From an optimization exercise on the open Yosys and OpenROAD flow, aimed at small area and a short achievable clock period; shortcuts taken in it are not production practice.
Function was not checked in any run shown here: the RTL went through the layout flow alone.
No activity file was given, so power comes from the tool's default toggle rates.

==> flow/design.v, too long to show whole: its modules and the start of the top module <==
// module wallace_multiplier_16bit: 1365 lines
// module mul_fa: 4 lines
// module mul_ha: 4 lines
// module mul_bpp: 3 lines
// module mul_han: 4 lines
// module mul_xnor: 3 lines
// module mul_or: 3 lines
module wallace_multiplier_16bit(
    input  wire        clk,
    input  wire        rst,
    input  wire [15:0] multiplicand,
    input  wire [15:0] multiplier,
    output reg  [31:0] result
);
  // ...
==> flow/run.sh <==
#!/bin/bash
# synth_recipe.tcl (not shown) runs the flow's synth.tcl, then flattens the netlist and writes it again
# the make line also repeats each setting of config.mk as NAME=value (left out here)
make -C /OpenROAD-flow-scripts/flow DESIGN_CONFIG=/design/flow/config.mk WORK_HOME=/design/flow/orfs CLKGATE_MAP_FILE= SYNTH_SCRIPT=/design/flow/synth_recipe.tcl finish
==> flow/config.mk <==
export PLATFORM = sky130hd
export DESIGN_NAME = wallace_multiplier_16bit
export DESIGN_NICKNAME = wallace_multiplier_16bit
export VERILOG_FILES = /design/flow/design.v
export SDC_FILE = /design/flow/constraint.sdc
export NUM_CORES = 4
export LEC_CHECK = 0
export CAP_MARGIN = 20
export CORE_MARGIN = 2
export CORE_UTILIZATION = 60
export CTS_BUF_LIST = sky130_fd_sc_hd__clkbuf_4 sky130_fd_sc_hd__clkbuf_8
export CTS_CLUSTER_DIAMETER = 50
export CTS_CLUSTER_SIZE = 12
export SETUP_SLACK_MARGIN = 1.05
export SLEW_MARGIN = 20
export SYNTH_HIERARCHICAL = 1
export SYNTH_MINIMUM_KEEP_SIZE = 0
==> flow/constraint.sdc <==
create_clock -name core_clock -period 3.0 [get_ports {clk}]
set_input_delay 0.6000 -clock core_clock [delete_from_list [all_inputs] [get_ports {clk}]]
set_output_delay 0.6000 -clock core_clock [all_outputs]
set_load 0.01 [all_outputs]
==> results by group, run 1 <==
Worst hold path
  – Tightest Hold Check Type: reg -> reg
  – Hold Path Cell Cnt: 0

Critical path
  – CP endpoint kind: register
  – Critical path, cell by cell: ha_4 -> nor2b_4 -> o311a_4 -> o211a_1 -> o21ai_1 -> nand2b_1 -> fa_2 -> nor2_1
  – Worst setup SP type: register
  – R2r worst-path depth: 8
  – Critical path arrival: 2.60 ns

Layout
  – Signed area change from the synthesized netlist to the final layout: 27.2%
  – Most common cell after layout, fill and taps aside: dfxtp_1
  – Sequential share of cell area: 0.368
  – Layout net count: 1,420
  – Fraction of final layout cells with drive strength greater than 1: 0.335
  – Post-route insts no fill: 1,539

Power
  – Tot Pwr: 0.0153 W
  – Proportion of power drawn by combinational gates: 0.395
  – Total power per unit cell area: 893 nW/um^2
  – Proportion of power drawn by the clock network: 0.196

Routing
  – WL/cell: 19.5 microns
  – Number of vias per cell: about 5.4
  – Detailed-route via count: 8,346

Floorplanning
  – Die extent in y: 154 microns
  – Count of standard-cell rows: 54

Placed design
  – Estimated wirelength of the detail-placed design: 20.0 mm

Yosys
  – Average cell area after synthesis: 13.2 sq um

Outcome
  – Run status: complete, no violations

Timing
  – Highest clock frequency the design can meet: ~0.46 GHz

Clocking
  – Worst-skew pair later-pin latency: 0.54 ns
==> run 2: changes to the inputs <==
--- a/flow/design.v
+++ b/flow/design.v
@@ -580,18 +580,18 @@
 wire [1:0] r169;
 wire k170;
 wire a171_g0 = p2 & p19;
 wire a171_p0 = p2 ^ p19;
 wire a171_g1 = p3 & 1'b1;
 wire a171_p1 = p3 ^ 1'b1;
 wire a171_G0_1 = a171_g0 | (a171_p0 & 1'b1);
 wire a171_G1_2 = a171_g1 | (a171_p1 & a171_G0_1);
-assign r169[0] = a171_p0 ^ 1'b1;
-assign r169[1] = a171_p1 ^ a171_G0_1;
+mul_xor u_a171_x0 (.a(a171_p0), .b(1'b1), .y(r169[0]));
+mul_xor u_a171_x1 (.a(a171_p1), .b(a171_G0_1), .y(r169[1]));
 assign k170 = a171_G1_2;
 wire s172, c173;
 mul_fa u_s172 (.a(p133), .b(p14), .c(p31), .s(s172), .co(c173));
 wire s174, c175;
 mul_fa u_s174 (.a(p15), .b(p32), .c(p49), .s(s174), .co(c175));
 wire s176, c177;
 mul_fa u_s176 (.a(p152), .b(p16), .c(p33), .s(s176), .co(c177));
 wire s178, c179;
@@ -723,20 +723,20 @@
 wire a298_g3 = q2_c287 & q2_s288;
 wire a298_p3 = q2_c287 ^ q2_s288;
 wire a298_G0_1 = a298_g0 | (a298_p0 & q2_k170);
 wire a298_G0_3 = a298_g2 | (a298_p2 & a298_g1);
 wire a298_P0_3 = a298_p2 & a298_p1;
 wire a298_G1_2 = a298_g1 | (a298_p1 & a298_G0_1);
 wire a298_G1_3 = a298_G0_3 | (a298_P0_3 & a298_G0_1);
 wire a298_G2_4 = a298_g3 | (a298_p3 & a298_G1_3);
-assign r296[0] = a298_p0 ^ q2_k170;
-assign r296[1] = a298_p1 ^ a298_G0_1;
-assign r296[2] = a298_p2 ^ a298_G1_2;
-assign r296[3] = a298_p3 ^ a298_G1_3;
+mul_xor u_a298_x0 (.a(a298_p0), .b(q2_k170), .y(r296[0]));
+mul_xor u_a298_x1 (.a(a298_p1), .b(a298_G0_1), .y(r296[1]));
+mul_xor u_a298_x2 (.a(a298_p2), .b(a298_G1_2), .y(r296[2]));
+mul_xor u_a298_x3 (.a(a298_p3), .b(a298_G1_3), .y(r296[3]));
 assign k297 = a298_G2_4;
 wire s299, c300;
 mul_fa u_s299 (.a(q2_p99), .b(q2_p116), .c(q2_s172), .s(s299), .co(c300));
 wire s301, c302;
 mul_fa u_s301 (.a(q2_p117), .b(q2_c173), .c(q2_s174), .s(s301), .co(c302));
 wire s303, c304;
 mul_fa u_s303 (.a(q2_c175), .b(q2_s176), .c(q2_s178), .s(s303), .co(c304));
 wire s305, c306;
@@ -847,17 +847,17 @@
 mul_han u_s409 (.a(q2_c291), .b(q2_s292), .s(s409), .co(c410));
 wire s411, c412;
 mul_han u_s411 (.a(q2_c293), .b(q2_s294), .s(s411), .co(c412));
 wire [0:0] r413;
 wire k414;
 wire a415_g0 = s327 & s361;
 wire a415_p0 = s327 ^ s361;
 wire a415_G0_1 = a415_g0 | (a415_p0 & k297);
-assign r413[0] = a415_p0 ^ k297;
+mul_xor u_a415_x0 (.a(a415_p0), .b(k297), .y(r413[0]));
 assign k414 = a415_G0_1;
 wire s416, c417;
 mul_han u_s416 (.a(q2_c275), .b(s365), .s(s416), .co(c417));
 wire s418, c419;
 mul_han u_s418 (.a(c366), .b(s367), .s(s418), .co(c419));
 wire s420, c421;
 mul_han u_s420 (.a(c368), .b(s369), .s(s420), .co(c421));
 wire s422, c423;
@@ -905,22 +905,22 @@
 wire a448_P0_5 = a448_p4 & a448_p3;
 wire a448_G1_2 = a448_g1 | (a448_p1 & a448_G0_1);
 wire a448_G1_3 = a448_G0_3 | (a448_P0_3 & a448_G0_1);
 wire a448_G1_6 = a448_g5 | (a448_p5 & a448_G0_5);
 wire a448_P1_6 = a448_p5 & a448_P0_5;
 wire a448_G2_4 = a448_g3 | (a448_p3 & a448_G1_3);
 wire a448_G2_5 = a448_G0_5 | (a448_P0_5 & a448_G1_3);
 wire a448_G2_6 = a448_G1_6 | (a448_P1_6 & a448_G1_3);
-assign r446[0] = a448_p0 ^ q3_k414;
-assign r446[1] = a448_p1 ^ a448_G0_1;
-assign r446[2] = a448_p2 ^ a448_G1_2;
-assign r446[3] = a448_p3 ^ a448_G1_3;
-assign r446[4] = a448_p4 ^ a448_G2_4;
-assign r446[5] = a448_p5 ^ a448_G2_5;
+mul_xor u_a448_x0 (.a(a448_p0), .b(q3_k414), .y(r446[0]));
+mul_xor u_a448_x1 (.a(a448_p1), .b(a448_G0_1), .y(r446[1]));
+mul_xor u_a448_x2 (.a(a448_p2), .b(a448_G1_2), .y(r446[2]));
+mul_xor u_a448_x3 (.a(a448_p3), .b(a448_G1_3), .y(r446[3]));
+mul_xor u_a448_x4 (.a(a448_p4), .b(a448_G2_4), .y(r446[4]));
+mul_xor u_a448_x5 (.a(a448_p5), .b(a448_G2_5), .y(r446[5]));
 assign k447 = a448_G2_6;
 wire s449, c450;
 mul_han u_s449 (.a(q3_c374), .b(q3_s375), .s(s449), .co(c450));
 wire s451, c452;
 mul_han u_s451 (.a(q3_c376), .b(q3_s377), .s(s451), .co(c452));
 wire s453, c454;
 mul_han u_s453 (.a(q3_c378), .b(q3_s379), .s(s453), .co(c454));
 wire s455, c456;
@@ -955,17 +955,17 @@
 mul_han u_s483 (.a(q3_c441), .b(q3_s442), .s(s483), .co(c484));
 wire s485, c486;
 mul_han u_s485 (.a(q3_c443), .b(q3_s444), .s(s485), .co(c486));
 wire [0:0] r487;
 wire k488;
 wire a489_g0 = q3_c425 & s449;
 wire a489_p0 = q3_c425 ^ s449;
 wire a489_G0_1 = a489_g0 | (a489_p0 & k447);
-assign r487[0] = a489_p0 ^ k447;
+mul_xor u_a489_x0 (.a(a489_p0), .b(k447), .y(r487[0]));
 assign k488 = a489_G0_1;
 wire [17:0] r490;
 wire k491;
 wire a492_g0 = q4_c450 & q4_s451;
 wire a492_p0 = q4_c450 ^ q4_s451;
 wire a492_g1 = q4_c452 & q4_s453;
 wire a492_p1 = q4_c452 ^ q4_s453;
 wire a492_g2 = q4_c454 & q4_s455;
@@ -1051,34 +1051,34 @@
 wire a492_G3_11 = a492_G1_11 | (a492_P1_11 & a492_G2_7);
 wire a492_G3_12 = a492_G2_12 | (a492_P2_12 & a492_G2_7);
 wire a492_G3_13 = a492_G2_13 | (a492_P2_13 & a492_G2_7);
 wire a492_G3_14 = a492_G2_14 | (a492_P2_14 & a492_G2_7);
 wire a492_G3_15 = a492_G2_15 | (a492_P2_15 & a492_G2_7);
 wire a492_G4_16 = a492_g15 | (a492_p15 & a492_G3_15);
 wire a492_G4_17 = a492_G0_17 | (a492_P0_17 & a492_G3_15);
 wire a492_G4_18 = a492_G1_18 | (a492_P1_18 & a492_G3_15);
-assign r490[0] = a492_p0 ^ q4_k488;
-assign r490[1] = a492_p1 ^ a492_G0_1;
-assign r490[2] = a492_p2 ^ a492_G1_2;
-assign r490[3] = a492_p3 ^ a492_G1_3;
-assign r490[4] = a492_p4 ^ a492_G2_4;
-assign r490[5] = a492_p5 ^ a492_G2_5;
-assign r490[6] = a492_p6 ^ a492_G2_6;
-assign r490[7] = a492_p7 ^ a492_G2_7;
-assign r490[8] = a492_p8 ^ a492_G3_8;
-assign r490[9] = a492_p9 ^ a492_G3_9;
-assign r490[10] = a492_p10 ^ a492_G3_10;
-assign r490[11] = a492_p11 ^ a492_G3_11;
-assign r490[12] = a492_p12 ^ a492_G3_12;
-assign r490[13] = a492_p13 ^ a492_G3_13;
-assign r490[14] = a492_p14 ^ a492_G3_14;
-assign r490[15] = a492_p15 ^ a492_G3_15;
-assign r490[16] = a492_p16 ^ a492_G4_16;
-assign r490[17] = a492_p17 ^ a492_G4_17;
+mul_xor u_a492_x0 (.a(a492_p0), .b(q4_k488), .y(r490[0]));
+mul_xor u_a492_x1 (.a(a492_p1), .b(a492_G0_1), .y(r490[1]));
+mul_xor u_a492_x2 (.a(a492_p2), .b(a492_G1_2), .y(r490[2]));
+mul_xor u_a492_x3 (.a(a492_p3), .b(a492_G1_3), .y(r490[3]));
+mul_xor u_a492_x4 (.a(a492_p4), .b(a492_G2_4), .y(r490[4]));
+mul_xor u_a492_x5 (.a(a492_p5), .b(a492_G2_5), .y(r490[5]));
+mul_xor u_a492_x6 (.a(a492_p6), .b(a492_G2_6), .y(r490[6]));
+mul_xor u_a492_x7 (.a(a492_p7), .b(a492_G2_7), .y(r490[7]));
+mul_xor u_a492_x8 (.a(a492_p8), .b(a492_G3_8), .y(r490[8]));
+mul_xor u_a492_x9 (.a(a492_p9), .b(a492_G3_9), .y(r490[9]));
+mul_xor u_a492_x10 (.a(a492_p10), .b(a492_G3_10), .y(r490[10]));
+mul_xor u_a492_x11 (.a(a492_p11), .b(a492_G3_11), .y(r490[11]));
+mul_xor u_a492_x12 (.a(a492_p12), .b(a492_G3_12), .y(r490[12]));
+mul_xor u_a492_x13 (.a(a492_p13), .b(a492_G3_13), .y(r490[13]));
+mul_xor u_a492_x14 (.a(a492_p14), .b(a492_G3_14), .y(r490[14]));
+mul_xor u_a492_x15 (.a(a492_p15), .b(a492_G3_15), .y(r490[15]));
+mul_xor u_a492_x16 (.a(a492_p16), .b(a492_G4_16), .y(r490[16]));
+mul_xor u_a492_x17 (.a(a492_p17), .b(a492_G4_17), .y(r490[17]));
 assign k491 = a492_G4_18;
 always @(posedge clk) begin
     q1_multiplicand_0 <= multiplicand[0];
     q1_multiplicand_1 <= multiplicand[1];
     q1_multiplicand_2 <= multiplicand[2];
     q1_multiplicand_3 <= multiplicand[3];
     q1_multiplicand_4 <= multiplicand[4];
     q1_multiplicand_5 <= multiplicand[5];
@@ -1362,16 +1362,19 @@
         result <= vld[3] ? ~prod : 32'd0;
     end
 end
 endmodule
 module mul_fa(input wire a, input wire b, input wire c, output wire s, output wire co);
     assign s = a ^ b ^ c;
     assign co = (a & b) | (a & c) | (b & c);
 endmodule
+module mul_xor(input wire a, input wire b, output wire y);
+    assign y = a ^ b;
+endmodule
 module mul_ha(input wire a, input wire b, output wire s, output wire co);
     assign s = a ^ b;
     assign co = a & b;
 endmodule
 module mul_bpp(input wire ah, input wire al, input wire one, input wire two, input wire neg, output wire y);
     assign y = ~(((one & ah) | (two & al)) ^ neg);
 endmodule
 module mul_han(input wire a, input wire b, output wire s, output wire co);
--- a/flow/config.mk
+++ b/flow/config.mk
@@ -6,12 +6,12 @@
 export NUM_CORES = 4
 export LEC_CHECK = 0
 export CAP_MARGIN = 20
 export CORE_MARGIN = 2
 export CORE_UTILIZATION = 60
 export CTS_BUF_LIST = sky130_fd_sc_hd__clkbuf_4 sky130_fd_sc_hd__clkbuf_8
 export CTS_CLUSTER_DIAMETER = 50
 export CTS_CLUSTER_SIZE = 12
-export SETUP_SLACK_MARGIN = 1.05
+export SETUP_SLACK_MARGIN = 1.0
 export SLEW_MARGIN = 20
 export SYNTH_HIERARCHICAL = 1
 export SYNTH_MINIMUM_KEEP_SIZE = 0
==> run 2 against run 1 <==
Critical endpoint is now result[27]. Total power is 1.5% higher. Critical path depth is 1 higher. Largest power group is now combinational cells. Maximum frequency down 1.2%. Still clean. Combinational power increased by 3.6%. Largest cell class unchanged. Die area decreased by 1.1%.
==> results by group, run 2 <==
Timing
  – Hold Slack: 0.329 ns (was 0.321 ns)
  – Fin crit period: 2.22 ns (was 2.19 ns)
  – Number of max-slew violations in the final report: 0 (unchanged)
  – Worst max-slew margin expressed relative to the limit: 0.341 (was 0.581)
  – Setup repair after global routing missed its margin: true (unchanged)
  – Number of hold-slack violations in the final timing report: 0 (unchanged)
  – Worst slew pin tran: 0.989 ns (was 0.612 ns)
  – Setup TNS after final layout: 0 ns (unchanged)
  – Final worst path period share: 0.740 (was 0.730)
  – Clock skew after layout: 0.0224 ns (was 0.0251 ns)
  – Setup violations, final: 0 (unchanged)
  – Highest clock frequency the design can meet: 0.451 GHz (was 0.456 GHz)

Placed design
  – Estimated wirelength of the detail-placed design: 19.6 mm (was 20.0 mm)
  – RD Place Congestion: 0.844 (was 0.901)
  – Input/output buffers: 65 (unchanged)

Power
  – Leakage power: 6.84 nW (was 6.95 nW)
  – VDD IR max: 0.000649 V (was 0.000588 V)
  – Total power per unit cell area: 927 nW/um^2 (was 893 nW/um^2)

Layout
  – Most frequent cells in the layout: dfxtp_1, xor2_1, a22oi_2 (was dfxtp_1, a22oi_2, xor2_1)
  – Fillers: 1,414 (was 1,390)
  – Combined flip-flop and latch cell area: 6320 sq um (was 6330 sq um)
  – Flip-flop count of the largest register, all copies and words added: 32 (unchanged)
  – Leading registers by flop count: result (32), vld (4) (unchanged)
  – Signed area change from the synthesized netlist to the final layout: 25.9% (was 27.2%)
  – Layout net count: 1,386 (was 1,420)
  – Number of antenna diodes: 0 (unchanged)
  – Most common cell after layout, fill and taps aside: dfxtp_1 (unchanged)
  – Total area of multi-input combinational cells: 7500 sq um (was 7700 sq um)
  – Most flops, register: result (unchanged)
  – Fraction of final layout cells with drive strength greater than 1: 0.318 (was 0.335)

Critical path
  – Critical path data required time: 3.46 ns (was 3.41 ns)
  – Delay-heaviest family, CP: compound AO/OA/AOI/OAI gates (was adder cells)
  – Biggest cell delay along the critical path: 0.34 ns (was 0.53 ns)
  – Slowest cell on the critical path: dfxtp_2 (was fa_2)
  – Setup slack on the worst flop-to-flop path: 0.78 ns (was 0.81 ns)
  – Critical path arrival: 2.68 ns (was 2.60 ns)
  – Start-to-end type of the worst setup path: reg -> reg (unchanged)
  – Worst setup SP type: register (unchanged)
  – Buffers and inverters on the worst path: 0 (unchanged)
  – Critical path, cell by cell: ha_4 -> a21o_1 -> a31o_4 -> a31o_4 -> a31o_4 -> a21o_1 -> a21o_1 -> xor2_1 -> nor2b_1 (was ha_4 -> nor2b_4 -> o311a_4 -> o211a_1 -> o21ai_1 -> nand2b_1 -> fa_2 -> nor2_1)
  – Crit-path max FO: 3 (was 2)
  – CP endpoint kind: register (unchanged)

Clocking
  – CTS HTree Levels: 2 (unchanged)
  – CTS tree: yes (unchanged)
  – Worst-skew pair later-pin latency: 0.55 ns (was 0.54 ns)
  – Clock sink total: 304 (unchanged)
  – CTS root buffer: clkbuf_8 (unchanged)
  – TritonCTS Buffers: 36 (was 34)
  – Hold_buf cts: 0 (unchanged)
  – Clock-pin slew reported for the worst setup and hold paths after clock tree synthesis: 0.08 ns (about the same)
  – Number of buffers on the longest clock path: 3 (unchanged)

Routing
  – WL/cell: 19.5 microns (about the same)
  – Detailed-route via count: 8,236 (was 8,346)
  – Number of search-and-repair iterations in the first detailed-routing pass: 5 (unchanged)
  – Top layer reached by signal wires: met4 (unchanged)
  – Met3 routed wirelength: 1.71 mm (was 1.94 mm)
  – Detail Route met2 WL: 13.7 mm (was 13.3 mm)
  – Routed metal-1 wire length: 13.6 mm (was 14.0 mm)
  – Total DRC errors in the routed layout: 0 (unchanged)
  – Number of antenna-violating nets in the routed design: 0 (unchanged)
  – Initial DRC Count: 611 (was 564)
  – Number of vias per cell: 5.41 (was 5.42)
  – Final wirelength: 29.7 mm (was 29.9 mm)

GRT
  – Initial antenna violation count: 0 (unchanged)
  – Total GRT Usage: 0.256 (about the same)
  – Sum of overflow across all layers after global routing: 0 (unchanged)
  – Largest net degree at the start of global routing: 37 (unchanged)
  – Via count of the first global-routing pass: 8,584 (was 8,628)
  – Global-route wire length before repair: 46.8 mm (was 46.9 mm)

Floorplanning
  – Initial core utilization: 0.612 (was 0.615)
  – Count of boundary I/O pins: 66 (unchanged)
  – Die width: 153 microns (was 154 microns)
  – Count of standard-cell rows: 54 (unchanged)
  – Total core area: 21,800 sq um (was 22,000 sq um)
  – Die extent in y: 153 microns (was 154 microns)
  – Die Outline Area: 23,500 sq um (was 23,700 sq um)

Yosys
  – Total of warnings raised by yosys: 7 (unchanged)
  – Syn Std Cell Area: 13,400 sq um (was 13,500 sq um)
  – Average cell area after synthesis: 13.5 sq um (was 13.2 sq um)
  – Gate Count Post-Synth: 990 (was 1,024)

Worst hold path
  – Tightest Hold Check Type: reg -> reg (unchanged)

Flow run
  – Max-cap viol count: 0 (unchanged)

Outcome
  – Run status: complete, no violations (unchanged)
-- run 2: cell types whose count changed in the layout (fill, tap and decap cells not counted), moves of 10 or more --
cell	change
nor2b_1	+32
buf_4	+24
nor2_1	-23
xor2_1	+30
inv_1	-19
buf_6	-10
a21o_1	+21
-- run 2: cell type report --
cell class,instances,share of cell area
sequential,304,0.376
clock buffer,52,0.0374
multi-input combinational,667,0.447
tap,280,0.0208
timing repair buffer,192,0.107
inverter,13,0.00350
clock inverter,13,0.00871
-- run 2: power breakdown --
| group | leakage (nW) | internal [W] | switching (W) |
|---|---|---|---|
| sequential | 2.72 | 0.00554 | 0.000713 |
| clock | 0.404 | 0.00156 | 0.00148 |
| combinational | 3.72 | 0.00330 | 0.00299 |
-- run 2: worst paths after layout --
kind,startpoint,to,depth (start not counted)
worst min-delay path,q2_r169_1,q3_q2_r169_1,0
min in group asynchronous,rst,result[16],3
worst min register to register,q2_r169_1,q3_q2_r169_1,0
worst max register to register,q4_s451,result[27],9
max in group asynchronous,rst,result[17],3
worst max-delay path,q4_s451,result[27],9
-- run 2: repair_timing --
action	4_1_cts	5_1_grt
buffers inserted	74	27
cloned	1	1
pin swaps	33	57
setup endpoints to repair	133	58
gates resized for setup	51	48
-- run 2: worst reg2reg max path: cells and delay by family, from the launching register on --
| kind | cells | cell delay [ns] |
|---|---|---|
| AOI/OAI and AO/OA | 6 | 1.31 |
| DFF | 1 | 0.34 |
| adders and majority gates | 1 | 0.23 |
| xor gates and xnor gates | 1 | 0.15 |
| and+or+nand+nor | 1 | 0.11 |
-- run 2: per-layer routing --
metal / up-vias / GRT usage
met4: 0 / 0.0750
li1: 3789 / -
met5: - / 0
met3: 65 / 0.0400
met2: 296 / 0.403
met1: 4086 / 0.370
-- run 2: per-stage QoR --
step | utilization | setup slack (ns) | instances | total power, W | instance area [sq um]
final | 0.770 | 0.781 | 1521 | 0.0156 | 16800
after CTS | 0.748 | 0.728 | 1493 | 0.0154 | 16300
after detailed placement | 0.678 | 0.595 | 1353 | 0.0119 | 14800
after global routing | 0.770 | 0.708 | 1521 | 0.0168 | 16800
after floorplan | - | 0.763 | 991 | 0.0102 | 13700
after global placement | 0.678 | 0.646 | 1353 | 0.0117 | 14800

==> afterwards: timing with drivers on the ports <==
The results above use ideal ports. As a check the final layouts listed here were re-extracted and re-timed, cells and wires unchanged. Step 1: set_driving_cell puts a clkbuf_16 on clk and a buf_2 on each other input, an assumption about the parent block. Step 2 also shifts input and output timing later by t, the mid clock arrival at the registers, as if the neighbouring blocks saw the same clock. Three values: no drivers, after step 1, after step 2; two values: the first two.
run	shift t [ns]	setup WS [ns]	pins driven straight from the clock port
run 1	0.578	0.809 / 0.809 / 0.809	1
run 2	0.577	0.781 / 0.781 / 0.781	1
After both steps every run listed still meets setup and hold.
